Context: an optimization exercise on an open-source flow, tuned for small area. The choices shown serve that exercise and are no tape-out recipe.
Where RTL was checked, it was by simulation tests only, not by an equivalence proof against the original.
The RTL of run 2 was laid out without a check of its function.
The flow treats the clock pin as an ideal source, which a real chip does not have.
No activity file was given, so power comes from the tool's default toggle rates.

$ cat flow/run.sh
#!/bin/bash
# Own layout flow: the standard flow (standard.sh, every ORFS step), with
# these changes:
#  - Synthesis maps the logic with an area-only ABC script (flow/abc.script),
#    without gate up-sizing or buffering (the placer's repair adds what timing
#    needs), and leaves adders to ABC instead of half/full-adder cells.
#  - Ports are buffered with buf_1 instead of a delay cell.
#  - CTS uses clkbuf_4 buffers and no dummy loads; afterwards the clock root
#    (the buffer the clock port drives) is made a clkbuf_16 (flow/post_cts.tcl).
# Each call's whole output goes to this folder's *.log files; each ORFS step
# also keeps its own log in orfs/logs/.
set -euo pipefail
W=$(pwd)
rm -rf "$W/own_scripts"
cp -r "$FLOW_HOME/scripts" "$W/own_scripts"
cp "$W/flow/abc.script" "$W/own_scripts/abc_area.script"
cp "$W/flow/abc.script" "$W/own_scripts/abc_speed.script"
bash standard.sh "SCRIPTS_DIR=$W/own_scripts" "ADDER_MAP_FILE=" synth > "$W/synth.log" 2>&1
bash standard.sh "SCRIPTS_DIR=$W/own_scripts" \
    "BUFFER_PORTS_ARGS=-buffer_cell sky130_fd_sc_hd__buf_1" \
    "CTS_ARGS=-sink_clustering_enable -repair_clock_nets -dont_use_dummy_load -buf_list sky130_fd_sc_hd__clkbuf_4 -root_buf sky130_fd_sc_hd__clkbuf_4" \
    "POST_CTS_TCL=$W/flow/post_cts.tcl" \
    finish > "$W/layout.log" 2>&1
$ cat design.v
`timescale 1ns / 1ps
`timescale 1ns / 1ps
`timescale 1ns / 1ps
`timescale 1ns / 1ps
module top (
    input  wire CLK100MHZ,
    input  wire CPU_RESETN,
    input  wire ACL_MISO,
    output wire ACL_MOSI,
    output wire ACL_SCLK,
    output wire ACL_CSN,
    output wire [14:0] LED,
    output wire [6:0] SEG,
    output wire DP,
    output wire [7:0] AN
);
    wire rst = ~CPU_RESETN;
    reg [4:0]  c;
    reg [1:0]  q;
    reg [2:0]  l;
    reg [7:0]  h;
    reg [2:0]  sel;
    reg [10:0] v;
    reg        rd;
    wire tick  = c[4] & c[3];                         
    wire fall  = c[3] & c[2] & ~c[1] & ~c[0];         
    wire q3    = tick & q[1] & q[0];
    wire l4    = q3 & l[2];                           
    wire hwrap = h[7] & h[6] & h[2] & h[1] & h[0];    
    wire vwrap = v[10] & v[9] & v[8] & v[7] & v[6] & v[4] & v[3] & v[2];  
    wire rdset = l4 & ((~v[0] & ~v[1] & ~v[2] & ~v[3] & ~v[4] & ~v[5] & ~v[6] & ~v[7] & ~v[8] & ~v[9] & ~v[10])) & sel[2] & sel[1] & ~sel[0];    
    wire wr    = ~rd & sel[2] & sel[1];
    wire en_q   = tick;
    wire en_l   = q3;
    wire en_hv  = l4;
    wire en_sel = l4 & hwrap;
    wire clr_c  = tick;
    wire clr_l  = q3 & l[2];
    wire clr_h  = l4 & hwrap;
    wire clr_v  = l4 & vwrap;
    wire [5:0]  cy_c   = {cy_c[4:0] & c, 1'b1};
    wire [2:0]  cy_q   = {cy_q[1:0] & q, en_q};
    wire [3:0]  cy_l   = {cy_l[2:0] & l, en_l};
    wire [8:0]  cy_h   = {cy_h[7:0] & h, en_hv};
    wire [3:0]  cy_sel = {cy_sel[2:0] & sel, en_sel};
    wire [11:0] cy_v   = {cy_v[10:0] & v, en_hv};
    localparam [10:0] V0 = 11'd861;
    always @(posedge CLK100MHZ) begin
        c   <= {5{~(rst | clr_c)}} & (c ^ cy_c[4:0]);
        q   <= {2{~rst}} & (q ^ cy_q[1:0]);
        l   <= {3{~(rst | clr_l)}} & (l ^ cy_l[2:0]);
        h   <= {8{~(rst | clr_h)}} & (h ^ cy_h[7:0]);
        sel <= {3{~rst}} & (sel ^ cy_sel[2:0]);
        v   <= ({11{rst}} & V0) | ({11{~(rst | clr_v)}} & (v ^ cy_v[10:0]));
        rd  <= ~rst & (rd | rdset);
    end
    wire rwin = rd & (v[10:4] == 7'd0);
    wire wwin = wr & (v[10:3] == 8'd6);
    wire r_cs    = (v[1] & ~v[2]) | (v[2] & ~v[3]) | (~l[2] & ~v[1] & v[3]) | (~v[2] & v[3]) | (l[0] & v[0] & ~v[1]) | (~v[0] & ~v[1] & v[2]) | (l[2] & v[0] & ~v[2]) | (l[1] & v[0] & ~v[3]) | (~q[1] & ~v[1] & v[2]) | (q[0] & q[1] & v[0] & ~v[3]);
    wire r_mosi  = (l[2] & v[0] & ~v[2] & ~v[3]) | (l[1] & v[0] & v[1] & ~v[2] & ~v[3]) | (~l[0] & l[1] & v[1] & ~v[2] & ~v[3]) | (l[0] & ~l[1] & ~v[0] & v[1] & ~v[2] & ~v[3]);    
    wire r_samp  = (q[0] & ~q[1] & ~l[2] & v[0] & v[1] & v[2] & ~v[3]) | (q[0] & ~q[1] & ~v[0] & v[1] & ~v[2] & v[3]) | (q[0] & ~q[1] & l[0] & v[0] & ~v[1] & v[2] & v[3]) | (q[0] & ~q[1] & l[2] & v[0] & ~v[1] & v[2] & v[3]) | (q[0] & ~q[1] & ~l[0] & l[1] & ~v[0] & ~v[1] & v[2] & ~v[3]) | (q[0] & ~q[1] & l[1] & v[0] & ~v[1] & v[2] & v[3]) | (q[0] & ~q[1] & l[2] & ~v[0] & v[1] & v[2] & ~v[3]);
    wire r_latch = (q[0] & q[1] & l[2] & v[0] & ~v[1] & v[2] & v[3]);
    wire w_cs    = (v[0] & ~v[2]) | (v[1] & ~v[2]) | (l[0] & ~v[0] & ~v[1]) | (l[1] & ~v[0] & ~v[1]) | (l[2] & ~v[2]) | (q[1] & ~l[2] & ~v[0] & ~v[1]) | (~q[1] & ~v[0] & ~v[1] & v[2]);
    wire w_mosi  = (~l[0] & ~l[1] & ~l[2] & v[1] & ~v[2]) | (l[0] & ~l[1] & v[0] & ~v[1] & ~v[2]) | (l[2] & ~v[0] & ~v[1] & ~v[2]) | (l[1] & ~v[0] & v[1] & ~v[2]) | (~l[0] & l[1] & ~v[0] & ~v[1] & v[2]);
    reg mosi;
    always @(posedge CLK100MHZ)
        if (rst | (tick & q[1] & ~q[0]))
            mosi <= ~rst & ((rwin & r_mosi) | (wwin & w_mosi));
    wire csl = (rwin & r_cs) | (wwin & w_cs);
    assign ACL_CSN  = ~csl;
    assign ACL_SCLK = csl & ~q[1];
    assign ACL_MOSI = mosi;
    reg [14:0] sr;
    always @(posedge CLK100MHZ)
        if (tick & rwin & r_samp) sr <= {sr[13:0], ACL_MISO};
    wire ld   = ~rst & fall & rwin & r_latch;
    wire hold = ~rst & ~(fall & rwin & r_latch);
    reg [14:0] led;
    always @(posedge CLK100MHZ)
        led <= ({15{ld}} & {sr[13:10], sr[14], sr[8:5], sr[9], sr[3:0], sr[4]}) |
               ({15{hold}} & led);
    assign LED = led;
    wire [3:0] nib = (sel[2:1] == 2'b00) ? led[3:0] :
                     (sel[2:1] == 2'b11) ? led[13:10] : led[8:5];
    wire sgn = (sel[2:1] == 2'b00) ? led[4] :
               (sel[2:1] == 2'b11) ? led[14] : led[9];
    wire tens  = (sel == 3'd1) | (sel == 3'd4) | (sel == 3'd7);
    wire blank = (sel == 3'd2) | (sel == 3'd5);
    wire ones  = (sel == 3'd0) | (sel == 3'd3) | (sel == 3'd6);
    wire ge10 = nib[3] & (nib[2] | nib[1]);
    wire [3:0] d = tens ? {3'b000, ge10} :
                   ge10 ? {1'b0, nib[2] & nib[1], ~nib[1], nib[0]} : nib;
    wire [6:0] seg;
    assign seg[0] = (~d[1] & ~d[2] & ~d[3]) | (d[0] & d[1] & d[2]);
    assign seg[1] = (d[0] & ~d[2] & ~d[3]) | (d[1] & ~d[2]) | (d[0] & d[1]);
    assign seg[2] = (d[0]) | (~d[1] & d[2]);
    assign seg[3] = (d[0] & ~d[1] & ~d[2] & ~d[3]) | (~d[0] & ~d[1] & d[2]) | (d[0] & d[1] & d[2]);
    assign seg[4] = (~d[0] & d[1] & ~d[2]);
    assign seg[5] = (d[0] & ~d[1] & d[2]) | (~d[0] & d[1] & d[2]);
    assign seg[6] = (d[0] & ~d[1] & ~d[2] & ~d[3]) | (~d[0] & ~d[1] & d[2]);
    assign SEG = blank ? 7'b111_1111 : seg;
    assign DP  = ~(ones & sgn);
    assign AN  = ~(8'd1 << sel);
endmodule
$ cat flow/abc.script
strash
dc2
dc2
dc2
strash
&get -n
&dch -f
&nf -R 1000 -p
&put
topo
$ cat standard.sh
#!/bin/bash
# synth_recipe.tcl (not shown) runs the flow's synth.tcl, then flattens the netlist and writes it again
# the make line also repeats each setting of config.mk as NAME=value (left out here)
make -C /OpenROAD-flow-scripts/flow DESIGN_CONFIG=/design/flow/config.mk WORK_HOME=/design/flow/orfs CLKGATE_MAP_FILE= SYNTH_SCRIPT=/design/flow/synth_recipe.tcl "${@:-finish}"
$ cat constraint.sdc
create_clock -name core_clock -period 10.0 [get_ports {CLK100MHZ}]
set_input_delay 2.0000 -clock core_clock [delete_from_list [all_inputs] [get_ports {CLK100MHZ}]]
set_output_delay 2.0000 -clock core_clock [all_outputs]
set_load 0.01 [all_outputs]
$ cat config.mk
export PLATFORM = sky130hd
export DESIGN_NAME = top
export DESIGN_NICKNAME = top
export VERILOG_FILES = /design/flow/design.v
export SDC_FILE = /design/flow/constraint.sdc
export NUM_CORES = 4
export LEC_CHECK = 0
export ABC_AREA = 1
export CAP_MARGIN = 20
export CORE_MARGIN = 2
export CORE_UTILIZATION = 40
export SLEW_MARGIN = 20
$ cat flow/post_cts.tcl
# After CTS: give the clock root (the buffer the clock port drives) a
# stronger cell, so the small leaf buffers see a sharp input edge.
foreach it [[[[ord::get_db_block] findBTerm CLK100MHZ] getNet] getITerms] {
  set inst [$it getInst]
  if {[string match *clkbuf* [[$inst getMaster] getName]]} {
    replace_cell [get_cells [$inst getName]] sky130_fd_sc_hd__clkbuf_16
  }
}
detailed_placement
check_placement -verbose
estimate_parasitics -placement
==> flow_summary.ini, run 1 <==
[routing]
viasPerCell = 5.49
drt_iter0_drc = 172
drt-wirelength-per-cell_microns = 13.9
wirelength_microns = 5900
drt_pass1_iterations = 4
ant_nets = 0
vias = 2322
drc = 0

[critical_path]
rrSetupSlack_ns = 6.91
rr_endpoint = v[9]
start_kind = register
cp.required_ns = 8.00
critical_path_class = register to output port
reg2reg_depth = 10
crit_fanout = 11
critPathCaptureType = output port
r2r_start = l[2]
arrival_ns = 2.81

[flow_run]
drv_cap = 0

[synth]
yosysTopAreaCell = dfxtp_1
synth-main-ff-cell = dfxtp_1
synth-seq-cells = 64
synth_async_sr_flop_share_pct = 0
synth_nets = 299
synthesis.yosys.warnings = 1
synth-edff-count = 16
synth_cell_types = 35
synth_area_leaders = dfxtp_1, edfxtp_1, nor2_1
synth_cells = 296
synth_area_per_cell_sq_um = 9.18
yosysSeqAreaShare_pct = 53.0
synth_top_area_share_pct = 35.4
synth_area_sq_um = 2720

[grt]
grt_max_degree = 23
antenna_found_initial = 0
gr-usage-all-layers_pct = 16.7
grt-ovfl-total = 0
grt_pass1_vias = 1998
grt_pass1_wl_microns = 9760

[sta]
grt_setup_unrepaired = false
period_minus_slack_ns = 4.81
worstMarginPinSlew_ns = 0.959
tns_ns = 0
max_freq_mhz = 208
hold_viol = 0
report.final.slew_viol_count = 0
fin_crit_sh_pct = 48.1
relSlewSlack_pct = 35.5
finalClockSkew_ns = 0.0255
finalSetupViolCount = 0

[die]
coreArea_sq_um = 6680
die_width_microns = 86.4
fp.dieH_microns = 86.4
row_count = 30
ios = 37
dieArea_sq_um = 7470
initial_utilization_pct = 40.7

[worst_hold_path]
hold-path-endpoint = sr[3]
holdCritPathClass = register to register
worstHoldPathCells = 0
min_from = sr[2]

[cts]
cts_tree = done
clock_latency_ns = 0.31
cts.sinks = 64
path_clk_slew_ns = 0.09

[finish]
final_nets = 348
diodes = 0
syn2layout_area_growth_pct = 12.7
fillers = 680
post_route_cells_drive_above_1_share_pct = 3.79

[run_status]
status = complete, no violations

[pwr]
powerDensity_nw_per_um2 = 132
total_power_mw = 0.406
power.leakage_nw = 1.05
ir_drop_v = 0.0000511

[place]
dp_hpwl_microns = 4090
portBuffers = 36
gp_congestion = 0.825
-- placed cells by master (no fill, tap or decap), types with 5 or more instances in the layout --
master | synthesis | final
clkbuf_4 | 0 | 8
and3_1 | 10 | 10
nand3_1 | 11 | 11
edfxtp_1 | 16 | 16
and2_0 | 7 | 7
a22o_1 | 15 | 15
nor4_1 | 7 | 6
a21oi_1 | 27 | 27
o21ai_0 | 20 | 20
dfxtp_1 | 48 | 48
clkinv_1 | 5 | 5
nand2_1 | 30 | 30
buf_1 | 0 | 36
xnor2_1 | 5 | 5
nor3_1 | 14 | 14
nor2_1 | 37 | 37
-- cells in the mapped netlist (3+ instances only) --
cell and instances:
a21oi_1 27, a22o_1 15, a31oi_1 3, and2_0 7, and3_1 10, clkinv_1 5
dfxtp_1 48, edfxtp_1 16, nand2_1 30, nand2b_1 4, nand3_1 11, nand3b_1 3
nor2_1 37, nor2b_1 5, nor3_1 14, nor3b_1 4, nor4_1 7, o21a_1 3
o21ai_0 20, xnor2_1 5
-- report_power, final --
part	internal, mW	switching (mW)
registers	0.265	0.00169
logic	0.00215	0.00447
clock network	0.0553	0.0769
total	0.322	0.0831
-- area by class of cell --
| class | instances | area [sq um] | share of cell area (%) |
|---|---|---|---|
| clock buffers | 9 | 85.1 | 2.78 |
| repair buffers | 38 | 150 | 4.90 |
| flip-flops and latches | 64 | 1440 | 47.1 |
| inverters | 5 | 18.8 | 0.613 |
| multi-input cells | 227 | 1270 | 41.4 |
| well taps | 80 | 100 | 3.27 |
-- per-stage QoR --
step | utilization (%) | instance area, sq um | hold slack (ns) | setup WS (ns) | cells
detailed placement | 44.5 | 2970 | 0.438 | 5.55 | 414
global placement | 44.5 | 2970 | 0.434 | 5.65 | 414
floorplan | - | 2720 | 0.427 | 5.88 | 296
global route | 45.8 | 3060 | 0.461 | 4.91 | 423
finish | 45.8 | 3060 | 0.436 | 5.19 | 423
-- state kept, by name (all words and copies together), names as in the netlist --
| signal | cells |
|---|---|
| mosi | 1 |
| rd | 1 |
| sr | 15 |
| h | 8 |
| v | 11 |
| c | 5 |
| l | 3 |
| led | 15 |
| q | 2 |
| sel | 3 |
-- how the worst max path moves through the flow --
| stage | from | end | slack [ns] | cells past startpoint |
|---|---|---|---|---|
| floorplan | sel[2] | SEG[3] | 5.88 | 10 |
| global placement | sel[2] | SEG[3] | 5.65 | 11 |
| detailed placement | sel[2] | SEG[3] | 5.55 | 11 |
| global route | sel[2] | SEG[3] | 4.91 | 11 |
| finish | sel[2] | SEG[3] | 5.19 | 11 |
-- critical path: stages, from the launching register on --
cell      delay, ns
dfxtp_1        0.50
or2_0          0.33
nand2_1        0.15
o21ai_0        0.40
nand2_1        0.12
nor2_1         0.15
nor2_1         0.06
nor2_1         0.20
o21ai_0        0.14
o21a_1         0.20
o21bai_1       0.15
buf_1          0.13
-- per-layer routing --
layer  global-route usage [%]  part of all wire, %  vias up
met5                        0                    0        -
met4                     8.10                  1.6        0
met2                     23.2                   43       51
li1                         -                    -     1197
met1                     24.4                   51     1067
met3                     3.62                  4.2        7
-- cells by family (layout without fill, tap and decap cells) --
logic type,count (synthesis),in the layout,share of synthesized area (%)
DFF,64,64,53.0
and+or+nand+nor,140,140,25.6
AOI/OAI and AO/OA,82,82,19.1
buffers and inverters,5,52,0.691
xor gates and xnor gates,5,5,1.61
==> run 2: changes to the inputs <==
--- a/design.v
+++ b/design.v
@@ -28,8 +28,8 @@
     wire l4    = q3 & l[2];                           
     wire hwrap = h[7] & h[6] & h[2] & h[1] & h[0];    
     wire vwrap = v[10] & v[9] & v[8] & v[7] & v[6] & v[4] & v[3] & v[2];  
-    wire rdset = l4 & ((~v[0] & ~v[1] & ~v[2] & ~v[3] & ~v[4] & ~v[5] & ~v[6] & ~v[7] & ~v[8] & ~v[9] & ~v[10])) & sel[2] & sel[1] & ~sel[0];    
-    wire wr    = ~rd & sel[2] & sel[1];
+    wire rdset = l4 & ((~v[0] & ~v[1] & ~v[2] & ~v[3] & ~v[4] & ~v[5] & ~v[6] & ~v[7] & ~v[8] & ~v[9] & ~v[10])) & ((~sel[0] & ~sel[1] & sel[2]));    
+    wire wr    = ~rd & ((~sel[1] & sel[2]));             
     wire en_q   = tick;
     wire en_l   = q3;
     wire en_hv  = l4;
@@ -42,7 +42,7 @@
     wire [2:0]  cy_q   = {cy_q[1:0] & q, en_q};
     wire [3:0]  cy_l   = {cy_l[2:0] & l, en_l};
     wire [8:0]  cy_h   = {cy_h[7:0] & h, en_hv};
-    wire [3:0]  cy_sel = {cy_sel[2:0] & sel, en_sel};
+    wire [2:0]  tg_sel = {(sel[0]), (sel[0] & ~sel[2]), 1'b1};
     wire [11:0] cy_v   = {cy_v[10:0] & v, en_hv};
     localparam [10:0] V0 = 11'd861;
     always @(posedge CLK100MHZ) begin
@@ -50,7 +50,7 @@
         q   <= {2{~rst}} & (q ^ cy_q[1:0]);
         l   <= {3{~(rst | clr_l)}} & (l ^ cy_l[2:0]);
         h   <= {8{~(rst | clr_h)}} & (h ^ cy_h[7:0]);
-        sel <= {3{~rst}} & (sel ^ cy_sel[2:0]);
+        sel <= {3{~rst}} & (sel ^ ({3{en_sel}} & tg_sel));
         v   <= ({11{rst}} & V0) | ({11{~(rst | clr_v)}} & (v ^ cy_v[10:0]));
         rd  <= ~rst & (rd | rdset);
     end
@@ -80,13 +80,14 @@
         led <= ({15{ld}} & {sr[13:10], sr[14], sr[8:5], sr[9], sr[3:0], sr[4]}) |
                ({15{hold}} & led);
     assign LED = led;
-    wire [3:0] nib = (sel[2:1] == 2'b00) ? led[3:0] :
-                     (sel[2:1] == 2'b11) ? led[13:10] : led[8:5];
-    wire sgn = (sel[2:1] == 2'b00) ? led[4] :
-               (sel[2:1] == 2'b11) ? led[14] : led[9];
-    wire tens  = (sel == 3'd1) | (sel == 3'd4) | (sel == 3'd7);
-    wire blank = (sel == 3'd2) | (sel == 3'd5);
-    wire ones  = (sel == 3'd0) | (sel == 3'd3) | (sel == 3'd6);
+    wire zs = (~sel[1] & ~sel[2]);     
+    wire ys = (sel[1]);     
+    wire xs = (~sel[1] & sel[2]);     
+    wire [3:0] nib = ({4{zs}} & led[3:0]) | ({4{ys}} & led[8:5]) | ({4{xs}} & led[13:10]);
+    wire sgn = (zs & led[4]) | (ys & led[9]) | (xs & led[14]);
+    wire tens  = (sel[0] & ~sel[1]) | (~sel[0] & sel[1] & ~sel[2]);
+    wire blank = (sel[0] & sel[1] & ~sel[2]) | (~sel[0] & sel[1] & sel[2]);
+    wire ones  = (~sel[0] & ~sel[1]) | (sel[0] & sel[1] & sel[2]);
     wire ge10 = nib[3] & (nib[2] | nib[1]);
     wire [3:0] d = tens ? {3'b000, ge10} :
                    ge10 ? {1'b0, nib[2] & nib[1], ~nib[1], nib[0]} : nib;
@@ -100,5 +101,5 @@
     assign seg[6] = (d[0] & ~d[1] & ~d[2] & ~d[3]) | (~d[0] & ~d[1] & d[2]);
     assign SEG = blank ? 7'b111_1111 : seg;
     assign DP  = ~(ones & sgn);
-    assign AN  = ~(8'd1 << sel);
+    assign AN  = ~{(sel[0] & ~sel[1] & sel[2]), (~sel[0] & ~sel[1] & sel[2]), (sel[0] & sel[1] & ~sel[2]), (~sel[0] & sel[1] & ~sel[2]), (sel[0] & sel[1] & sel[2]), (~sel[0] & sel[1] & sel[2]), (sel[0] & ~sel[1] & ~sel[2]), (~sel[0] & ~sel[1] & ~sel[2])};
 endmodule
==> run 2 against run 1 <==
  * Non-clock buffer count did not move
  * Clock-buffer cell count did not move
  * Critical path depth fell by 1
  * Via count fell by 1.9%
  * Final cell count fell by 4.3%
  * Hold slack improved by 0.011 ns
  * Synthesized cell count fell by 5.1%
  * Critical endpoint unchanged
==> flow_summary.ini, run 2 <==
[worst_hold_path]
min_from = sr[6]
worstHoldPathCells = 0
holdCritPathClass = register to register
hold-path-endpoint = sr[7]

[die]
dieArea_sq_um = 7380
ios = 37
die_width_microns = 85.9
coreArea_sq_um = 6420
row_count = 29
fp.dieH_microns = 85.9
initial_utilization_pct = 41.8

[place]
placed_cells = 396
portBuffers = 36
pre_cts_ws_ns = 5.25
dp_hpwl_microns = 4170
gp_congestion = 0.829
placed_area_sq_um = 2930

[finish]
reg_top3 = led x15, sr x15, v x11
multi_input_area_sq_um = 1240
post_route_cells_drive_above_1_share_pct = 3.66
final_nets = 333
final_area_sq_um = 3020
final_cell_mix = dfxtp_1, nor2_1, buf_1
syn2layout_area_growth_pct = 12.5
diodes = 0
fillers = 629
final_common_cell = dfxtp_1
stdcell_count = 405
seq_area_sq_um = 1440

[synth]
synth_top_area_share_pct = 35.8
yosysSeqAreaShare_pct = 53.7
yosysTopAreaCell = dfxtp_1
synthesis.yosys.warnings = 1
synth-main-ff-cell = dfxtp_1
synth_async_sr_flop_share_pct = 0
synth_nets = 284
synth_cell_types = 35
synth_area_leaders = dfxtp_1, edfxtp_1, a22o_1
synth_top_cells_by_count = dfxtp_1, nor2_1, nand2_1
synth-seq-cells = 64
synth_cells = 281
yosysMostFrequentCell = dfxtp_1
synth-edff-count = 16
synth_area_per_cell_sq_um = 9.55
synth_area_sq_um = 2680

[sta]
relSlewSlack_pct = 44.6
hold_viol = 0
period_minus_slack_ns = 5.14
tns_ns = 0
fin_crit_sh_pct = 51.4
timing.final.ws_setup_ns = 4.86
grt_setup_unrepaired = false
finalSetupViolCount = 0
worstMarginPinSlew_ns = 0.830
max_freq_mhz = 194
finalClockSkew_ns = 0.0176
report.final.slew_viol_count = 0
hold_slack_ns = 0.447

[routing]
drc = 0
wirelength_microns = 5900
drt-wirelength-per-cell_microns = 14.6
viasPerCell = 5.62
ant_nets = 0
vias = 2278
drt_iter0_drc = 151
drt_pass1_iterations = 20

[pwr]
ir_drop_v = 0.0000589
power.leakage_nw = 1.07
powerDensity_nw_per_um2 = 135

[critical_path]
cp.required_ns = 8.00
critical_path_class = register to output port
cp.buffers_inverters = 2
worst_path_max_delay_cell = dfxtp_1
arrival_ns = 3.14
crit_fanout = 14
start_kind = register
cpPeakStageDelay_ns = 0.58
critPathCaptureType = output port
rrSetupSlack_ns = 7.37
reg2reg_depth = 9
r2r_start = v[0]
crit_chain = nor2b_1 > a222oi_1 > and2_0 > nor2_1 > nor3b_1 > clkinv_1 > a21oi_1 > a21boi_0 > nand2b_1 > buf_1
crit_family = simple AND/OR/NAND/NOR gates
critical_path_depth = 10
rr_endpoint = v[10]

[cts]
path_clk_slew_ns = 0.09
cts.sinks = 64
cts_tree = done
clock_latency_ns = 0.31

[run_status]
status = complete, no violations

[grt]
grt_pass1_wl_microns = 9690
grt_max_degree = 23
grt_pass1_vias = 2010
antenna_found_initial = 0
gr-usage-all-layers_pct = 16.8
grt-ovfl-total = 0

[flow_run]
drv_cap = 0
[run 2: cell types whose count changed in the layout (fill, tap and decap cells not counted), moves of 3 or more]
cell,change
a21oi_1,-9
nand3_1,-6
o21ai_0,-5
o31ai_1,+3
clkinv_1,-3
[run 2: logic make-up (layout without fill, tap and decap cells)]
group	after synthesis	in the layout	synth area share, %
and+or+nand+nor	136	136	25.5
AOI/OAI and AO/OA	72	72	18.2
DFF	64	64	53.7
xor gates and xnor gates	7	7	2.29
buffers and inverters	2	49	0.280
[run 2: worst max-delay path by stage]
stage / from / endpoint
5_1_grt: sel[1] / SEG[3]
3_5_place_dp: sel[1] / SEG[3]
3_3_place_gp: sel[1] / SEG[3]
2_1_floorplan: sel[1] / SEG[3]
6_report: sel[1] / SEG[3]
[run 2: final cells by class]
class / count / area share, %
Sequential cell: 64 / 47.8
Multi-Input combinational cell: 215 / 41.0
Tap cell: 77 / 3.19
Timing Repair Buffer: 38 / 4.98
Clock buffer: 9 / 2.82
Inverter: 2 / 0.249
[run 2: per-stage QoR]
stage / utilization (%) / power, mW
floorplan: - / 0.277
global placement: 45.6 / 0.280
detailed placement: 45.6 / 0.280
global route: 47.0 / 0.427
finish: 47.0 / 0.406
[run 2: where the power goes]
group | leakage (nW) | switching [mW] | internal (mW)
registers | 0.532 | 0.00167 | 0.265
clock network | 0.0491 | 0.0766 | 0.0553
logic | 0.493 | 0.00488 | 0.00243
[run 2: metal layers]
layer / GRT usage (%) / part of all wire [%] / wire length [microns]
met5: 0 / 0 / 0
met4: 6.49 / 1.8 / 106
met3: 5.77 / 4.8 / 284
met2: 24.5 / 44 / 2620
met1: 23.0 / 49 / 2890
==> run 3: changes to the inputs <==
--- a/design.v
+++ b/design.v
@@ -24,8 +24,8 @@
     reg        rd;
     wire tick  = c[4] & c[3];                         
     wire fall  = c[3] & c[2] & ~c[1] & ~c[0];         
-    wire q3    = tick & q[1] & q[0];
-    wire l4    = q3 & l[2];                           
+    wire q3    = tick & ((q[0] & q[1]));                     
+    wire l4    = q3 & ((l[2]));                       
     wire hwrap = h[7] & h[6] & h[2] & h[1] & h[0];    
     wire vwrap = v[10] & v[9] & v[8] & v[7] & v[6] & v[4] & v[3] & v[2];  
     wire rdset = l4 & ((~v[0] & ~v[1] & ~v[2] & ~v[3] & ~v[4] & ~v[5] & ~v[6] & ~v[7] & ~v[8] & ~v[9] & ~v[10])) & ((~sel[0] & ~sel[1] & sel[2]));    
@@ -35,20 +35,19 @@
     wire en_hv  = l4;
     wire en_sel = l4 & hwrap;
     wire clr_c  = tick;
-    wire clr_l  = q3 & l[2];
     wire clr_h  = l4 & hwrap;
     wire clr_v  = l4 & vwrap;
     wire [5:0]  cy_c   = {cy_c[4:0] & c, 1'b1};
-    wire [2:0]  cy_q   = {cy_q[1:0] & q, en_q};
-    wire [3:0]  cy_l   = {cy_l[2:0] & l, en_l};
+    wire [1:0]  tg_q   = {(q[0]), 1'b1};
+    wire [2:0]  tg_l   = {(l[0] & l[1]) | (l[2]), (l[0]), (~l[2])};
     wire [8:0]  cy_h   = {cy_h[7:0] & h, en_hv};
     wire [2:0]  tg_sel = {(sel[0]), (sel[0] & ~sel[2]), 1'b1};
     wire [11:0] cy_v   = {cy_v[10:0] & v, en_hv};
     localparam [10:0] V0 = 11'd861;
     always @(posedge CLK100MHZ) begin
         c   <= {5{~(rst | clr_c)}} & (c ^ cy_c[4:0]);
-        q   <= {2{~rst}} & (q ^ cy_q[1:0]);
-        l   <= {3{~(rst | clr_l)}} & (l ^ cy_l[2:0]);
+        q   <= {2{~rst}} & (q ^ ({2{en_q}} & tg_q));
+        l   <= {3{~rst}} & (l ^ ({3{en_l}} & tg_l));
         h   <= {8{~(rst | clr_h)}} & (h ^ cy_h[7:0]);
         sel <= {3{~rst}} & (sel ^ ({3{en_sel}} & tg_sel));
         v   <= ({11{rst}} & V0) | ({11{~(rst | clr_v)}} & (v ^ cy_v[10:0]));
@@ -64,20 +63,20 @@
     wire w_mosi  = (~l[0] & ~l[1] & ~l[2] & v[1] & ~v[2]) | (l[0] & ~l[1] & v[0] & ~v[1] & ~v[2]) | (l[2] & ~v[0] & ~v[1] & ~v[2]) | (l[1] & ~v[0] & v[1] & ~v[2]) | (~l[0] & l[1] & ~v[0] & ~v[1] & v[2]);
     reg mosi;
     always @(posedge CLK100MHZ)
-        if (rst | (tick & q[1] & ~q[0]))
+        if (rst | (tick & ((~q[0] & q[1]))))
             mosi <= ~rst & ((rwin & r_mosi) | (wwin & w_mosi));
     wire csl = (rwin & r_cs) | (wwin & w_cs);
     assign ACL_CSN  = ~csl;
-    assign ACL_SCLK = csl & ~q[1];
+    assign ACL_SCLK = csl & ((~q[1]));    
     assign ACL_MOSI = mosi;
-    reg [14:0] sr;
+    reg [20:0] ring;
     always @(posedge CLK100MHZ)
-        if (tick & rwin & r_samp) sr <= {sr[13:0], ACL_MISO};
+        ring <= {ring[19:0], (tick & rwin & r_samp) ? ACL_MISO : ring[20]};
     wire ld   = ~rst & fall & rwin & r_latch;
     wire hold = ~rst & ~(fall & rwin & r_latch);
     reg [14:0] led;
     always @(posedge CLK100MHZ)
-        led <= ({15{ld}} & {sr[13:10], sr[14], sr[8:5], sr[9], sr[3:0], sr[4]}) |
+        led <= ({15{ld}} & {ring[9], ring[14], ring[19], ring[3], ring[12], ring[5], ring[10], ring[15], ring[20], ring[8], ring[1], ring[6], ring[11], ring[16], ring[4]}) |
                ({15{hold}} & led);
     assign LED = led;
     wire zs = (~sel[1] & ~sel[2]);     
==> run 3 against run 2 <==
  * Cell area decreased by 0.95%
  * Sequential share of layout area decreased by 0.54 points
  * Wire length down 1.9%
  * Hold slack got worse by 0.12 ns
  * Critical endpoint unchanged
  * Highest routed layer unchanged
==> flow_summary.ini, run 3 <==
[routing]
m1WireLength_microns = 3020
drt_iter0_drc = 167
wirelength_microns = 5780
route.met3.wl_microns = 305
viasPerCell = 5.35
drt_pass1_iterations = 4
drc = 0
ant_nets = 0
highest_layer = met4
drt-wirelength-per-cell_microns = 13.9
met2_length_microns = 2380
vias = 2219

[sta]
finalClockSkew_ns = 0.0333
fin_crit_sh_pct = 51.4
finalSetupViolCount = 0
worstMarginPinSlew_ns = 0.813
tns_ns = 0
period_minus_slack_ns = 5.14
relSlewSlack_pct = 45.8
hold_viol = 0
max_freq_mhz = 194
grt_setup_unrepaired = false
report.final.slew_viol_count = 0

[grt]
grt_max_degree = 25
gr-usage-all-layers_pct = 16.7
grt-ovfl-total = 0
antenna_found_initial = 0
grt_pass1_wl_microns = 9570
grt_pass1_vias = 1963

[cts]
cts.sinks = 70
clock_latency_ns = 0.32
path_clk_slew_ns = 0.10
cts_tree = done

[pwr]
p_clk_share_pct = 32.3
internal_power_mw = 0.338
powerDensity_nw_per_um2 = 143
power.leakage_nw = 1.10
p_seq_share_pct = 66.1
power.net_switching_mw = 0.0890
ir_drop_v = 0.0000747
comb_power_share_pct = 1.6
netSwitchingFraction_pct = 20.8

[synth]
synth_cells = 292
synth_nets = 295
synth_top_area_share_pct = 51.9
synth_top_cells_by_count = dfxtp_1, nor2_1, nand2_1
synth_async_sr_flop_share_pct = 0
synth-main-ff-cell = dfxtp_1
synth_area_sq_um = 2660
synth_area_per_cell_sq_um = 9.11
synth-edff-count = 1
synth_area_leaders = dfxtp_1, a22o_1, nor2_1
yosysSeqAreaShare_pct = 53.0
synthesis.yosys.warnings = 1
yosysMostFrequentCell = dfxtp_1
synth_cell_types = 36
synth-seq-cells = 70
yosysTopAreaCell = dfxtp_1

[flow_run]
drv_cap = 0

[finish]
fin_util_pct = 46.8
top_register = ring
final_area_sq_um = 2990
largest_reg_flops = 21
fillers = 641
reg_top3 = ring x21, led x15, v x11
diodes = 0
final_cell_mix = dfxtp_1, buf_1, nor2_1
final_common_cell = dfxtp_1
post_route_cells_drive_above_1_share_pct = 3.25
final_nets = 343
syn2layout_area_growth_pct = 12.3

[critical_path]
crit_chain = nor2b_1 > a222oi_1 > nand2_1 > nor2b_1 > nor3b_1 > o21ai_0 > o21a_1 > nand2b_1 > buf_1
cpPeakStageDelay_ns = 0.57
start_kind = register
crit_family = simple AND/OR/NAND/NOR gates
path_common_cell = nor2b_1
critical_path_class = register to output port
cp.buffers_inverters = 1
arrival_ns = 3.14
crit_fanout = 14
cp.required_ns = 8.00
critPathCaptureType = output port
worst_path_max_delay_cell = dfxtp_1

[run_status]
status = complete, no violations

[die]
die_width_microns = 85.6
row_count = 29
ios = 37
initial_utilization_pct = 41.7
dieArea_sq_um = 7320
coreArea_sq_um = 6390
fp.dieH_microns = 85.6

[place]
gp_congestion = 0.897
portBuffers = 36
placed_area_sq_um = 2900
dp_hpwl_microns = 4170

[worst_hold_path]
holdCritPathClass = register to register
-- run 3: changes by cell type in the layout (fill, tap and decap cells not counted), moves of 2 or more --
cell       previous run  this run
nand3b_1              5         3
o21ai_0              15        23
nor2b_1               4         8
o21bai_1              2         0
nor2_1               36        33
a21oi_1              18        21
and2_0                9         7
dfxtp_1              48        69
edfxtp_1             16         1
a2111oi_0             2         0
o31ai_1               5         1
nor4_1                6         3
o32a_1                2         0
a31oi_1               2         4
-- run 3: power groups by stage --
stage               Combinational [mW]  Clock, mW  Sequential, mW
global placement               0.00670          0           0.289
detailed placement             0.00674          0           0.289
finish                         0.00674      0.138           0.282
global route                   0.00776      0.157           0.283
floorplan                      0.00371          0           0.289
-- run 3: cell families after synthesis --
logic type,count (synthesis),share of synthesized area [%]
AND/OR/NAND/NOR,134,25.2
AO/OA/AOI/OAI,76,18.2
flip-flops,70,53.0
XOR/XNOR,7,2.30
buffers and inverters,3,0.423
multiplexers,2,0.799
-- run 3: metrics by stage --
| step | hold slack [ns] | setup WS, ns | power [mW] | cells |
|---|---|---|---|---|
| global route | 0.339 | 4.56 | 0.447 | 415 |
| global placement | 0.310 | 5.41 | 0.296 | 406 |
| finish | 0.324 | 4.86 | 0.427 | 415 |
| detailed placement | 0.312 | 5.18 | 0.296 | 406 |
| floorplan | 0.310 | 5.64 | 0.292 | 292 |
-- run 3: layer usage --
metal	vias to the layer above	GRT usage, %
met5	-	0
met4	0	8.66
met3	9	3.56
met2	56	23.2
met1	1000	24.2
li1	1154	-
-- run 3: worst paths after layout --
path	startpoint	to	slack [ns]	cells past startpoint
setup / recovery	sel[1]	SEG[3]	4.86	9
hold / removal	ring[2]	ring[3]	0.32	0
setup reg to reg	c[3]	v[9]	7.49	9
hold reg to reg	ring[2]	ring[3]	0.32	0
-- run 3: final cells by class --
| cell class | count | area [sq um] | area share, % |
|---|---|---|---|
| Sequential cell | 70 | 1410 | 47.2 |
| Multi-Input combinational cell | 219 | 1240 | 41.5 |
| Timing Repair Buffer | 37 | 143 | 4.77 |
| Tap cell | 77 | 96.3 | 3.22 |
| Clock buffer | 9 | 85.1 | 2.85 |
| Inverter | 3 | 11.3 | 0.377 |
==> run 4: changes to the inputs <==
--- a/config.mk
+++ b/config.mk
@@ -9,4 +9,5 @@
 export CAP_MARGIN = 20
 export CORE_MARGIN = 2
 export CORE_UTILIZATION = 40
+export GPL_TIMING_DRIVEN = 0
 export SLEW_MARGIN = 20
==> run 4 against run 3 <==
  * First-iteration DRC count up 2.4%
  * Cell area shrank 0.34%
  * Die area stayed put
  * Register-to-register slack got worse by 0.07 ns
  * Wire length down 3.0%
  * Flip-flop and latch count unchanged
  * Clock-buffer cell count did not move
  * Via count down 0.50%
  * Clock power is essentially flat
  * Critical path depth stayed put
  * Sequential share of layout area up 0.16 points
  * Clock skew rose by 0.0020 ns
  * Critical path type unchanged
  * Highest routed layer unchanged
==> flow_summary.ini, run 4 <==
[run_status]
status = complete, no violations

[die]
row_count = 29
initial_utilization_pct = 41.7
die_width_microns = 85.6
ios = 37
dieArea_sq_um = 7320
fp.dieH_microns = 85.6
coreArea_sq_um = 6390

[sta]
period_minus_slack_ns = 5.27
worstMarginPinSlew_ns = 1.03
grt_setup_unrepaired = false
fin_crit_sh_pct = 52.7
tns_ns = 0
relSlewSlack_pct = 31.5
hold_viol = 0
finalSetupViolCount = 0
finalClockSkew_ns = 0.0353
report.final.slew_viol_count = 0
timing.final.ws_setup_ns = 4.73
max_freq_mhz = 190

[grt]
grt-ovfl-total = 0
grt_pass1_vias = 1988
grt_max_degree = 25
grt_pass1_wl_microns = 9540
gr-usage-all-layers_pct = 16.6
antenna_found_initial = 0

[critical_path]
cp.required_ns = 8.00
critical_path_class = register to output port
start_kind = register
crit_chain = nor2b_1 > a222oi_1 > nand2_1 > nor2b_1 > nor3b_1 > o21ai_0 > o21a_1 > nand2b_1 > buf_1
critPathCaptureType = output port
arrival_ns = 3.27
cpPeakStageDelay_ns = 0.59
crit_family = simple AND/OR/NAND/NOR gates
cp.buffers_inverters = 1
path_common_cell = nor2b_1
rrSetupSlack_ns = 7.42
crit_fanout = 14
worst_path_max_delay_cell = dfxtp_1

[synth]
synth_top_cells_by_count = dfxtp_1, nor2_1, nand2_1
synth_area_sq_um = 2660
yosysMostFrequentCell = dfxtp_1
synth_top_family_by_area = simple AND/OR/NAND/NOR gates
synthAdderAreaFrac_pct = 0
synth_cells = 292
synth_cell_types = 36
synth_area_per_cell_sq_um = 9.11
synth-seq-cells = 70
synth-edff-count = 1
synth-main-ff-cell = dfxtp_1
synth_nets = 295
synthSimpleGateAreaFrac_pct = 25.2
synth-compound-area-share_pct = 18.2
synth_xor_xnor_area_share_pct = 2.30
synthesis.yosys.warnings = 1
synth_mux_area_share_pct = 0.799
yosysTopAreaCell = dfxtp_1
yosysSeqAreaShare_pct = 53.0
synth_area_leaders = dfxtp_1, a22o_1, nor2_1
synth_async_sr_flop_share_pct = 0
synth_top_area_share_pct = 51.9

[finish]
final_common_cell = dfxtp_1
top_register = ring
fin_util_pct = 46.6
final_cell_mix = dfxtp_1, buf_1, nor2_1
reg_top3 = ring x21, led x15, v x11
final_nets = 342
final_area_sq_um = 2980
syn2layout_area_growth_pct = 11.9
largest_reg_flops = 21
diodes = 0
post_route_cells_drive_above_1_share_pct = 2.67
fillers = 646

[cts]
clock_latency_ns = 0.33
cts.sinks = 70
path_clk_slew_ns = 0.12
cts_tree = done

[pwr]
ir_drop_v = 0.0000635
power.leakage_nw = 1.10
powerDensity_nw_per_um2 = 143

[place]
placed_area_sq_um = 2890
gp_congestion = 0.854
portBuffers = 36
pre_cts_ws_ns = 5.12
dp_hpwl_microns = 4000

[routing]
vias = 2208
wirelength_microns = 5610
drt_pass1_iterations = 5
drt-wirelength-per-cell_microns = 13.5
drt_iter0_drc = 171
met2_length_microns = 2400
drc = 0
highest_layer = met4
ant_nets = 0
route.met3.wl_microns = 291
viasPerCell = 5.33
m1WireLength_microns = 2840

[flow_run]
drv_cap = 0

[worst_hold_path]
holdCritPathClass = register to register
run 4: worst paths after layout:
| check | depth (start not counted) | start | endpoint |
|---|---|---|---|
| worst min-delay path | 0 | ring[7] | ring[8] |
| worst min register to register | 0 | ring[7] | ring[8] |
| worst max-delay path | 9 | sel[1] | SEG[3] |
| worst max register to register | 9 | c[3] | v[9] |
run 4: final cells by class:
cell class                      instances  area (sq um)  share of cell area [%]
Sequential cell                        70          1410                    47.4
Multi-Input combinational cell        219          1240                    41.6
Timing Repair Buffer                   36           135                    4.54
Tap cell                               77          96.3                    3.24
Clock buffer                            9          85.1                    2.86
Inverter                                3          11.3                   0.378
run 4: per-stage QoR:
stage               hold WS, ns  total power, mW  std cells
finish                    0.290            0.427        414
global route              0.291            0.447        414
detailed placement        0.312            0.296        405
global placement          0.312            0.295        405
floorplan                 0.310            0.292        292
run 4: report_power, final:
part	internal [mW]	switching (mW)	total, mW
logic	0.00190	0.00466	0.00656
clock network	0.0554	0.0829	0.138
registers	0.281	0.00157	0.282
total	0.338	0.0892	0.427
run 4: layer usage:
layer  global-route usage [%]  vias to the layer above
li1                         -                     1152
met5                        0                        -
met1                     22.1                     1005
met4                     5.34                        0
met2                     25.3                       42
met3                     5.58                        9
run 4: cell families (layout without fill, tap and decap cells):
group	count (synthesis)	count (layout)
buffers and inverters	3	48
muxes	2	2
and+or+nand+nor	134	134
DFF	70	70
xor gates and xnor gates	7	7
AOI/OAI and AO/OA	76	76
==> run 5: changes to the inputs <==
--- a/flow/run.sh
+++ b/flow/run.sh
@@ -6,7 +6,7 @@
 #    needs), and leaves adders to ABC instead of half/full-adder cells.
 #  - Ports are buffered with buf_1 instead of a delay cell.
 #  - CTS uses clkbuf_4 buffers and no dummy loads; afterwards the clock root
-#    (the buffer the clock port drives) is made a clkbuf_16 (flow/post_cts.tcl).
+#    (the buffer the clock port drives) is made a clkbuf_8 (flow/post_cts.tcl).
 # Each call's whole output goes to this folder's *.log files; each ORFS step
 # also keeps its own log in orfs/logs/.
 set -euo pipefail
--- a/flow/post_cts.tcl
+++ b/flow/post_cts.tcl
@@ -3,7 +3,7 @@
 foreach it [[[[ord::get_db_block] findBTerm CLK100MHZ] getNet] getITerms] {
   set inst [$it getInst]
   if {[string match *clkbuf* [[$inst getMaster] getName]]} {
-    replace_cell [get_cells [$inst getName]] sky130_fd_sc_hd__clkbuf_16
+    replace_cell [get_cells [$inst getName]] sky130_fd_sc_hd__clkbuf_8
   }
 }
 detailed_placement
==> run 5 against run 4 <==
  * Total power decreased by 2.1%
  * Non-clock buffer count unchanged
  * Global-route usage down 0.057 points
  * Clock power shrank 7%
  * Critical endpoint unchanged
  * Highest routed layer unchanged
==> flow_summary.ini, run 5 <==
[die]
initial_utilization_pct = 41.7
row_count = 29
die_width_microns = 85.6
coreArea_sq_um = 6390
dieArea_sq_um = 7320
fp.dieH_microns = 85.6
ios = 37

[grt]
grt_max_degree = 25
antenna_found_initial = 0
gr-usage-all-layers_pct = 16.5
grt-ovfl-total = 0
grt_pass1_wl_microns = 9500
grt_pass1_vias = 1981

[critical_path]
cpPeakStageDelay_ns = 0.58
crit_fanout = 14
arrival_ns = 3.29
cp.buffers_inverters = 1
path_common_cell = nor2b_1
worst_path_max_delay_cell = dfxtp_1
crit_family = simple AND/OR/NAND/NOR gates
critical_path_class = register to output port
crit_chain = nor2b_1 > a222oi_1 > nand2_1 > nor2b_1 > nor3b_1 > o21ai_0 > o21a_1 > nand2b_1 > buf_1
start_kind = register
critPathCaptureType = output port
cp.required_ns = 8.00

[finish]
reg_top3 = ring x21, led x15, v x11
post_route_cells_drive_above_1_share_pct = 2.67
syn2layout_area_growth_pct = 11.5
largest_reg_flops = 21
stdcell_count = 414
final_nets = 342
fin_util_pct = 46.5
fillers = 645
top_register = ring
final_common_cell = dfxtp_1
final_cell_mix = dfxtp_1, buf_1, nor2_1
final_area_sq_um = 2970
diodes = 0

[sta]
fin_crit_sh_pct = 52.9
tns_ns = 0
hold_slack_ns = 0.291
finalClockSkew_ns = 0.0344
timing.final.ws_setup_ns = 4.71
period_minus_slack_ns = 5.29
max_freq_mhz = 189
finalSetupViolCount = 0
relSlewSlack_pct = 31.6
report.final.slew_viol_count = 0
worstMarginPinSlew_ns = 1.02
grt_setup_unrepaired = false
hold_viol = 0

[synth]
synthesis.yosys.warnings = 1
synth_async_sr_flop_share_pct = 0
synth_cell_types = 36
synth-seq-cells = 70
synth_area_leaders = dfxtp_1, a22o_1, nor2_1
synth-main-ff-cell = dfxtp_1
yosysMostFrequentCell = dfxtp_1
yosysTopAreaCell = dfxtp_1
synth_area_per_cell_sq_um = 9.11
synth_top_cells_by_count = dfxtp_1, nor2_1, nand2_1
yosysSeqAreaShare_pct = 53.0
synth_nets = 295
synth-edff-count = 1
synth_top_area_share_pct = 51.9
synth_cells = 292
synth_area_sq_um = 2660

[cts]
cts.sinks = 70
cts_tree = done
clock_latency_ns = 0.35
path_clk_slew_ns = 0.12

[place]
pre_cts_ws_ns = 5.12
portBuffers = 36
gp_congestion = 0.854
placed_cells = 405
dp_hpwl_microns = 4000
placed_area_sq_um = 2890

[routing]
viasPerCell = 5.34
drt_iter0_drc = 171
drc = 0
ant_nets = 0
vias = 2211
wirelength_microns = 5600
drt-wirelength-per-cell_microns = 13.5
drt_pass1_iterations = 4

[run_status]
status = complete, no violations

[worst_hold_path]
holdCritPathClass = register to register

[pwr]
ir_drop_v = 0.0000624
power.leakage_nw = 1.09
powerDensity_nw_per_um2 = 141
total_power_mw = 0.418

[flow_run]
drv_cap = 0
[run 5: cell counts after synthesis]
No cell type changed its count.
[run 5: area by class of cell]
class	count	area, sq um	area share, %
well taps	77	96.3	3.25
clock buffers	9	73.8	2.49
repair buffers	36	135	4.56
inverters	3	11.3	0.380
multi-input cells	219	1240	41.8
flip-flops and latches	70	1410	47.6
[run 5: path summary, 6_finish.rpt]
check,from,to,slack [ns],cells past startpoint
worst min-delay path,ring[7],ring[8],0.29,0
worst max register to register,c[3],v[9],7.41,9
worst min register to register,ring[7],ring[8],0.29,0
worst max-delay path,sel[1],SEG[3],4.71,9
[run 5: kinds of logic after synthesis]
group,share of synthesized area (%)
muxes,0.799
and+or+nand+nor,25.2
AOI/OAI and AO/OA,18.2
DFF,53.0
xor gates and xnor gates,2.30
buffers and inverters,0.423
[run 5: report_power, final]
| group | switching [mW] | internal, mW | leakage (nW) |
|---|---|---|---|
| registers | 0.00157 | 0.281 | 0.568 |
| logic | 0.00466 | 0.00190 | 0.479 |
| clock network | 0.0828 | 0.0466 | 0.0440 |
[run 5: routing by layer]
layer | routed length, microns | part of all wire (%) | track usage (%) | vias up
met3 | 295 | 5.3 | 5.58 | 9
met2 | 2390 | 43 | 25.2 | 44
met4 | 77 | 1.4 | 5.34 | 0
li1 | - | - | - | 1152
met1 | 2830 | 51 | 22.0 | 1006
met5 | 0 | 0 | 0 | -
==> run 6: changes to the inputs <==
--- a/flow/post_cts.tcl
+++ b/flow/post_cts.tcl
@@ -9,3 +9,30 @@
 detailed_placement
 check_placement -verbose
 estimate_parasitics -placement
+
+proc leaf_worst_slew {inst} {
+  set worst 0
+  foreach s [[[$inst findITerm X] getNet] getITerms] {
+    if {[$s getInst] == $inst} { continue }
+    set pin [get_pins "[[$s getInst] getName]/[[$s getMTerm] getName]"]
+    foreach p {slew_max_rise slew_max_fall} {
+      set v [sta::time_sta_ui [get_property $pin $p]]
+      if {$v > $worst} { set worst $v }
+    }
+  }
+  return $worst
+}
+foreach inst [[ord::get_db_block] getInsts] {
+  if {[[$inst getMaster] getName] ne "sky130_fd_sc_hd__clkbuf_4"} { continue }
+  replace_cell [get_cells [$inst getName]] sky130_fd_sc_hd__clkbuf_2
+  estimate_parasitics -placement
+  set w [leaf_worst_slew $inst]
+  puts "leaf [$inst getName]: clkbuf_2 worst sink slew $w"
+  if {$w > 0.095} {
+    replace_cell [get_cells [$inst getName]] sky130_fd_sc_hd__clkbuf_4
+    estimate_parasitics -placement
+  }
+}
+detailed_placement
+check_placement -verbose
+estimate_parasitics -placement
==> run 6 against run 5 <==
  * Via count stayed put
  * Die area unchanged
  * Non-clock buffer count did not move
  * Final cell count unchanged
  * Register-to-register slack hardly changed
  * Sequential power barely moved
  * Fmax unchanged
  * Clock power barely moved
  * Largest cell class unchanged
  * Synthesized cell count stayed put
  * Cell area unchanged
==> flow_summary.ini, run 6 <==
[grt]
grt_pass1_vias = 1981
antenna_found_initial = 0
met2_usage_pct = 25.2
grt_max_degree = 25
grt-ovfl-total = 0
gr-usage-all-layers_pct = 16.5
grtUsageMet3_pct = 5.58
use_met1_pct = 22.0
grt.busiest_layer = met2
grt_pass1_wl_microns = 9500

[critical_path]
r2r_start = c[3]
cpPeakStageDelay_ns = 0.58
critPathCaptureType = output port
crit_fanout = 14
critical_path_class = register to output port
worst_path_max_delay_cell = dfxtp_1
crit_chain = nor2b_1 > a222oi_1 > nand2_1 > nor2b_1 > nor3b_1 > o21ai_0 > o21a_1 > nand2b_1 > buf_1
cp.required_ns = 8.00
start_kind = register
cp-startpoint = sel[1]
arrival_ns = 3.29
path_common_cell = nor2b_1
rrSetupSlack_ns = 7.41

[pwr]
powerDensity_nw_per_um2 = 141
netSwitchingFraction_pct = 21.3
power.leakage_nw = 1.09
p_clk_share_pct = 30.9
comb_power_share_pct = 1.6
ir_drop_v = 0.0000624
total_power_mw = 0.418
internal_power_mw = 0.329
p_seq_share_pct = 67.5
power.net_switching_mw = 0.0890

[sta]
grt_setup_unrepaired = false
hold_viol = 0
period_minus_slack_ns = 5.29
report.final.slew_viol_count = 0
finalSetupViolCount = 0
max_freq_mhz = 189
finalClockSkew_ns = 0.0344
tns_ns = 0
relSlewSlack_pct = 31.6
hold_slack_ns = 0.291
fin_crit_sh_pct = 52.9
worstMarginPinSlew_ns = 1.02

[synth]
synth_area_leaders = dfxtp_1, a22o_1, nor2_1
synth_area_sq_um = 2660
synth_top_area_share_pct = 51.9
synth_async_sr_flop_share_pct = 0
synth_cells = 292
synth_nets = 295
synth_area_per_cell_sq_um = 9.11
yosysSeqAreaShare_pct = 53.0
synth-edff-count = 1
yosysMostFrequentCell = dfxtp_1
synthesis.yosys.warnings = 1
synth_cell_types = 36
yosysTopAreaCell = dfxtp_1
synth-seq-cells = 70
synth_top_cells_by_count = dfxtp_1, nor2_1, nand2_1
synth-main-ff-cell = dfxtp_1

[finish]
largest_reg_flops = 21
syn2layout_area_growth_pct = 11.5
stdcell_count = 414
final_nets = 342
diodes = 0
post_route_cells_drive_above_1_share_pct = 2.67
top_register = ring
reg_top3 = ring x21, led x15, v x11
final_cell_mix = dfxtp_1, buf_1, nor2_1
final_common_cell = dfxtp_1

[cts]
cts_tree = done
path_clk_slew_ns = 0.12
cts.sinks = 70
clock_latency_ns = 0.35

[worst_hold_path]
min_from = ring[7]
holdCritPathClass = register to register

[routing]
drt_pass1_iterations = 4
drt_iter0_drc = 171
vias = 2211
drt-wirelength-per-cell_microns = 13.5
wirelength_microns = 5600
ant_nets = 0
viasPerCell = 5.34
drc = 0

[place]
portBuffers = 36
dp_hpwl_microns = 4000
gp_congestion = 0.854
placed_cells = 405

[flow_run]
drv_cap = 0

[die]
row_count = 29
coreArea_sq_um = 6390
fp.dieH_microns = 85.6
die_width_microns = 85.6
initial_utilization_pct = 41.7
dieArea_sq_um = 7320
ios = 37

[run_status]
status = complete, no violations
==> run 6: cell counts in the layout (fill, tap and decap cells not counted) <==
Identical to the previous run, type by type.
==> run 6: power by group through the flow <==
stage | Combinational [mW] | Sequential [mW] | Clock [mW]
final | 0.00656 | 0.282 | 0.129
after global routing | 0.00731 | 0.283 | 0.147
after detailed placement | 0.00664 | 0.289 | 0
after global placement | 0.00644 | 0.289 | 0
after floorplan | 0.00371 | 0.289 | 0
==> run 6: logic make-up after synthesis <==
kind of cell | synth area share (%)
buffers and inverters | 0.423
AO/OA/AOI/OAI | 18.2
multiplexers | 0.799
flip-flops | 53.0
XOR/XNOR | 2.30
AND/OR/NAND/NOR | 25.2
==> run 6: final cells by class <==
| class | instances | area (sq um) |
|---|---|---|
| Tap cell | 77 | 96.3 |
| Timing Repair Buffer | 36 | 135 |
| Inverter | 3 | 11.3 |
| Sequential cell | 70 | 1410 |
| Clock buffer | 9 | 73.8 |
| Multi-Input combinational cell | 219 | 1240 |
| Fill cell | 645 | 3420 |
==> run 6: critical path, delay by kind of cell (launching register included) <==
| family | cells | cell delay (ns) |
|---|---|---|
| AOI/OAI and AO/OA | 3 | 0.98 |
| buffers and inverters | 1 | 0.12 |
| DFF | 1 | 0.58 |
| and+or+nand+nor | 5 | 1.28 |
==> run 6: per-layer routing <==
| layer | vias to the layer above | routed length, microns |
|---|---|---|
| met2 | 44 | 2390 |
| met4 | 0 | 77 |
| met3 | 9 | 295 |
| li1 | 1152 | - |
| met1 | 1006 | 2830 |
| met5 | - | 0 |
==> run 6: worst paths after layout <==
check,cells after the start,to
setup / recovery,9,SEG[3]
hold / removal,0,ring[8]
setup reg to reg,9,v[9]
hold reg to reg,0,ring[8]
==> run 6: per-stage QoR <==
| step | cell area, sq um | util, % | worst slack (ns) |
|---|---|---|---|
| 3_3_place_gp | 2890 | 45.3 | 5.16 |
| 5_1_grt | 2970 | 46.5 | 4.32 |
| 6_report | 2970 | 46.5 | 4.71 |
| 3_5_place_dp | 2890 | 45.3 | 5.12 |
| 2_1_floorplan | 2660 | - | 5.64 |

[static timing again, ports no longer ideal]
How much do the figures lean on ideal ports? The routed layouts below were timed once more, with nothing changed but the port constraints.
Step 1, drivers: a clkbuf_16 drives CLK100MHZ and a buf_2 each remaining input, both assumed.
Step 2, shift: input delay + t, output delay - t, t = (earliest + latest rising clock arrival at the registers) / 2. This alone moves slack from input paths to output paths.
a / b / c = no drivers / after step 1 / after step 2; a / b = the first two.
run	shift t [ns]	setup slack, ns	worst slew at a driven data input, ns
run 1	0.336	5.188 / 5.152 / 5.488	0.03
run 2	0.334	4.857 / 4.821 / 5.155	0.03
run 3	0.340	4.857 / 4.823 / 5.162	0.04
run 4	0.341	4.729 / 4.699 / 5.040	0.03
run 5	0.361	4.707 / 4.681 / 5.043	0.03
run 6	0.361	4.707 / 4.681 / 5.043	0.03
After both steps setup and hold are still met in every run listed.
